This design comes from an exercise in tuning for small area on the open sky130 flow, not from production work.
The RTL was checked by simulation tests, not by an equivalence proof against the original design.
No activity file was given, so power comes from the tool's default toggle rates.

**flow/design.v**
```verilog
`timescale 1ns / 1ps
module pap_predictor (
    input  wire       clk,
    input  wire       reset,
    input  wire       branch_detected,
    input  wire       branch_taken,
    input  wire [5:0] pc,
    output wire       prediction,
    output wire [5:0] bht_out,
    output wire [1:0] pht_select
);
    reg [5:0] bht [0:63];
    reg [1:0] pht [0:255];
    integer i;
    reg [7:0] bh, bl;
    always @* begin
        for (i = 0; i < 8; i = i + 1) begin
            bh[i] = (pc[5:3] == i);
            bl[i] = (pc[2:0] == i);
        end
    end
    reg [5:0] bgrp [0:7];
    reg [5:0] row;
    integer h, l;
    always @* begin
        for (h = 0; h < 8; h = h + 1) begin
            bgrp[h] = 6'b0;
            for (l = 0; l < 8; l = l + 1)
                bgrp[h] = bgrp[h] | (bht[h*8+l] & {6{bl[l]}});
        end
        row = 6'b0;
        for (h = 0; h < 8; h = h + 1)
            row = row | (bgrp[h] & {6{bh[h]}});
    end
    wire [7:0] idx = {pc[1:0], row};
    reg [15:0] ph, pl;
    always @* begin
        for (i = 0; i < 16; i = i + 1) begin
            ph[i] = (idx[7:4] == i);
            pl[i] = (idx[3:0] == i);
        end
    end
    reg [1:0] pgrp [0:15];
    reg [1:0] ctr;
    always @* begin
        for (h = 0; h < 16; h = h + 1) begin
            pgrp[h] = 2'b0;
            for (l = 0; l < 16; l = l + 1)
                pgrp[h] = pgrp[h] | (pht[h*16+l] & {2{pl[l]}});
        end
        ctr = 2'b0;
        for (h = 0; h < 16; h = h + 1)
            ctr = ctr | (pgrp[h] & {2{ph[h]}});
    end
    assign bht_out    = row;
    assign pht_select = pc[1:0];
    assign prediction = ctr[1];
    wire [1:0] ctr_upd = branch_taken ? ((ctr == 2'b11) ? 2'b11 : ctr + 2'b01)
                                      : ((ctr == 2'b00) ? 2'b00 : ctr - 2'b01);
    wire [1:0] ctr_nxt = reset ? 2'b01 : ctr_upd;
    wire [5:0] row_nxt = reset ? 6'b000000 : {row[4:0], branch_taken};
    wire [7:0]  bwh = {8{reset}} | ({8{branch_detected}} & bh);
    wire [7:0]  bwl = {8{reset}} | bl;
    wire [15:0] pwh = {16{reset}} | ({16{branch_detected}} & ph);
    wire [15:0] pwl = {16{reset}} | pl;
    genvar r;
    generate
        for (r = 0; r < 64; r = r + 1) begin : g_bht
            always @(posedge clk)
                if (bwh[r/8] & bwl[r%8])
                    bht[r] <= row_nxt;
        end
        for (r = 0; r < 256; r = r + 1) begin : g_pht
            always @(posedge clk)
                if (pwh[r/16] & pwl[r%16])
                    pht[r] <= ctr_nxt;
        end
    endgenerate
endmodule
```
**flow/run.sh**
```bash
#!/bin/bash
# synth_recipe.tcl (not shown) runs the flow's synth.tcl, then flattens the netlist and writes it again
# the make line also repeats each setting of config.mk as NAME=value (left out here)
make -C /OpenROAD-flow-scripts/flow DESIGN_CONFIG=/design/flow/config.mk WORK_HOME=/design/flow/orfs CLKGATE_MAP_FILE= SYNTH_SCRIPT=/design/flow/synth_recipe.tcl finish
```
**flow/config.mk**
```make
export PLATFORM = sky130hd
export DESIGN_NAME = pap_predictor
export DESIGN_NICKNAME = pap_predictor
export VERILOG_FILES = /design/flow/design.v
export SDC_FILE = /design/flow/constraint.sdc
export NUM_CORES = 4
export LEC_CHECK = 0
export CAP_MARGIN = 20
export CORE_MARGIN = 2
export CORE_UTILIZATION = 40
export SLEW_MARGIN = 20
```
**flow/constraint.sdc**
```tcl
create_clock -name core_clock -period 12.0 [get_ports {clk}]
set_input_delay 2.4000 -clock core_clock [delete_from_list [all_inputs] [get_ports {clk}]]
set_output_delay 2.4000 -clock core_clock [all_outputs]
set_load 0.01 [all_outputs]
```
==> results by group <==
Run status
  • Outcome: finished clean

Yosys
  • Synth Warn #: 5
  • Syn_nets: about 2.5k
  • Syn Inst Count: 2510
  • Async SR Flop Fraction: 0
  • EDFF count, synth: 896
  • Synth area leaders: edfxtp_1 (73%), nor2_1 (3.8%), a22oi_1 (3.0%)
  • Avg Inst Size Synth: 14.7 µm²
  • Synth unique cells: 78
  • Sequential share of the synthesized area: 0.731
  • Post-synth top area share: 0.731
  • Register bit total from synthesis: 896
  • Post-Syn Area: 36800 µm²
  • Main synth FF type: edfxtp_1
  • Synth area leader: edfxtp_1

Layout
  • Sequential Area: 26900 µm²
  • Final Cell Area: 42000 µm²
  • Layout Cells excl Fill: 3823
  • FILL cells: between 7k and 8k
  • Ant. Diodes: 0
  • Commonest non-fill, non-tap cell in the layout: edfxtp_1
  • Area occupied by multi-input gates: 9350 µm²
  • Share of cells above drive strength 1: 0.152
  • Final net count: 2579
  • Area grow syn2layout: 14.1%
  • Most frequent cells in the layout: edfxtp_1 (896), nor2_1 (355), a22oi_1 (145)

Clock network
  • TritonCTS clock tree: built
  • Hold buffers post-CTS: 0
  • Clock root cell: clkbuf_16
  • CTS Buf Count: 88
  • H-tree levels: 3
  • CTS-repair resized insts: 0
  • CTS Sinks: 896
  • Post-CTS setup buffers: 0
  • Clock latency (worst-skew pair): 670 ps
  • Clk buf depth: 3
  • Worst-path clk slew: 70 ps

Worst setup path
  • CP delay by family, top: buffers and inverters
  • Critical path class: input port to output pin
  • Worst r2r src: bht[22][1]
  • Critical path arrival: 8780 ps
  • Slowest stage delay, CP: ~740 ps
  • Register-to-register setup slack: about 5400 ps
  • CP max stage cell: and2_2
  • Worst endpoint required time: 9600 ps
  • Crit. End Element: output pin
  • RR Endpoint: pht[239][1]
  • Crit-path cells: buf_4 -> buf_4 -> and2_2 -> a22oi_1 -> o32ai_1 -> a221o_1 -> nor4_4 -> inv_2 -> buf_4 -> mux2i_1 -> o32ai_1 -> a221o_1 -> or3_1 -> a2111oi_2 -> nand4_1 -> or2_2 -> clkdlybuf4s50_1
  • R2r worst-path depth: 17
  • Most used cell, CP: buf_4
  • Peak fanout along the critical path: 30
  • WP buf/inv: 5
  • CP startpoint kind: input port
  • Crit path from: pc[0]

Placed design
  • Buffers added on ports: 18
  • Routability congestion estimate: about 0.99
  • Placed inst area: 39100 µm²
  • Placed cell count: 3664
  • DP HPWL: a little under 80000 µm

Timing
  • Setup Skew: about 34 ps
  • Slew Limit Headroom: 0.122
  • Fin crit period: 11180 ps
  • Final Hold Violating Endpoints: 0
  • Final period utilization: 0.931
  • Worst slew pin tran: about 1300 ps
  • Count of final max-slew check failures: 0
  • F_max: 89.5 MHz
  • Setup_tns: 0 ps
  • RSZ-0062 raised after global routing: false
  • Final setup fails: 0

Floorplanning
  • Core area: 91400 µm²
  • Die height: 307 µm
  • Chip width: 307 µm
  • Row Count: ~110
  • Ports: 19
  • Die area: ~94000 µm²
  • Initial core utilization: 0.403

Global route
  • Pin count of the biggest net entering global routing: around 140
  • Grt ovf: 0
  • Total GRT Usage: 0.259
  • Initial antenna violation count: 7
  • First-pass GRT wire length: roughly 180000 µm
  • Vias in the first global route: between 20k and 25k

Drt
  • Drt first pass iters: 9
  • WL final: 124000 µm
  • Starting DRT DRC Count: 4391
  • Via/cell ratio: 6.54
  • Detail Route Antenna Nets: 0
  • Routed via count: 25.0k
  • # DRC: 0
  • WL per Instance: 32.5 µm

Job
  • Max-Cap Viols: 0

Power
  • Power Dens Cells: between 150 and 200 nW/µm²
  • VDD IR max: 0.130 mV
  • P_leak: 0.0139 µW
  • Overall power: 8370 µW

Min path
  • Hold Crit Class: register to register
  • Hold Path Depth: 5
  • Worst hold endpoint: pht[168][0]
  • Hold_sp: pht[39][0]
[logic make-up after synthesis]
family / after synthesis / synth area share
buf+inv: 202 / 0.0244
simple gates: 747 / 0.0954
mux: 104 / 0.0353
flops: 896 / 0.731
compound gates: 561 / 0.114
[tightest hold or removal path, delay by kind of cell (launching register included)]
kind / cells / cell delay, ps
flops: 1 / 330
simple gates: 1 / 130
compound gates: 4 / 980
[final cells by class]
type	instances	share of cell area
Timing Repair Buffer	160	0.0330
Inverter	11	0.00101
Sequential cell	896	0.641
Clock buffer	105	0.0545
Clock inverter	53	0.0123
Tap cell	1186	0.0354
Multi-Input combinational cell	1412	0.223
[metrics by stage]
step	hold slack, ps	setup slack [ps]	util
6_report	1670	824	0.459
5_1_grt	1740	697	0.459
4_1_cts	1640	904	0.459
3_5_place_dp	1630	902	0.428
3_3_place_gp	1630	322	0.428
2_1_floorplan	1410	991	-
[power breakdown]
part | internal, µW | leakage (µW) | total (µW) | switching [µW]
clock network | 1570 | 0.00137 | 2750 | 1180
logic | 368 | 0.00405 | 1430 | 1060
registers | 4070 | 0.00849 | 4190 | 119
[worst max-delay path by stage]
stage	end	slack [ps]	cells past startpoint
after global routing	prediction	700	16
after floorplan	pht[0][0]	990	20
after detailed placement	prediction	900	16
after global placement	prediction	320	17
final	prediction	820	17
after CTS	prediction	900	16
[Yosys cell counts (33+ instances only)]
| cell | number |
|---|---|
| edfxtp_1 | 896 |
| nor2_1 | 376 |
| a22oi_1 | 145 |
| nand2_1 | 126 |
| clkbuf_1 | 95 |
| a21oi_1 | 83 |
| buf_2 | 63 |
| nand3_1 | 54 |
| mux2i_1 | 52 |
| o22ai_1 | 47 |
| a221oi_1 | 42 |
| nand3b_1 | 36 |
| mux2_2 | 34 |
| a22o_1 | 33 |
[flip-flops by register name, summed over array words and instances, names as in the netlist]
signal and count:
bht 384, pht 512
[per-layer routing]
metal  vias to the layer above  GRT usage  routed length, µm
li1                      10086          -                  -
met1                     12692      0.374              49200
met2                      1922      0.375              53600
met3                       287     0.0650              16900
met4                        12     0.0989               4590
met5                         -          0                 81

==> re-timing with driven ports <==
In the flow no input, the clock included, has a driving cell. The finished layout below was timed again as built, in two steps. Step 1 sets driving cells, clkbuf_16 on the clock port and buf_2 on the other inputs (assumed; they add their load-dependent delay and slew). Step 2 times the ports against the registers' clock, not the clock port: input delays grow and output delays shrink by t, the midpoint of the rising clock arrivals with the driver on. Three values: ideal, step 1, step 2; two values: the first two.
t (ns): 0.718
slack for setup (ns): 0.824 / 0.794 / 0.794
worst setup path at the end: input to output
After both steps setup and hold are still met in this run. The setup slack of this run moves by -0.030 ns with the drivers and by -0.030 ns with both steps.
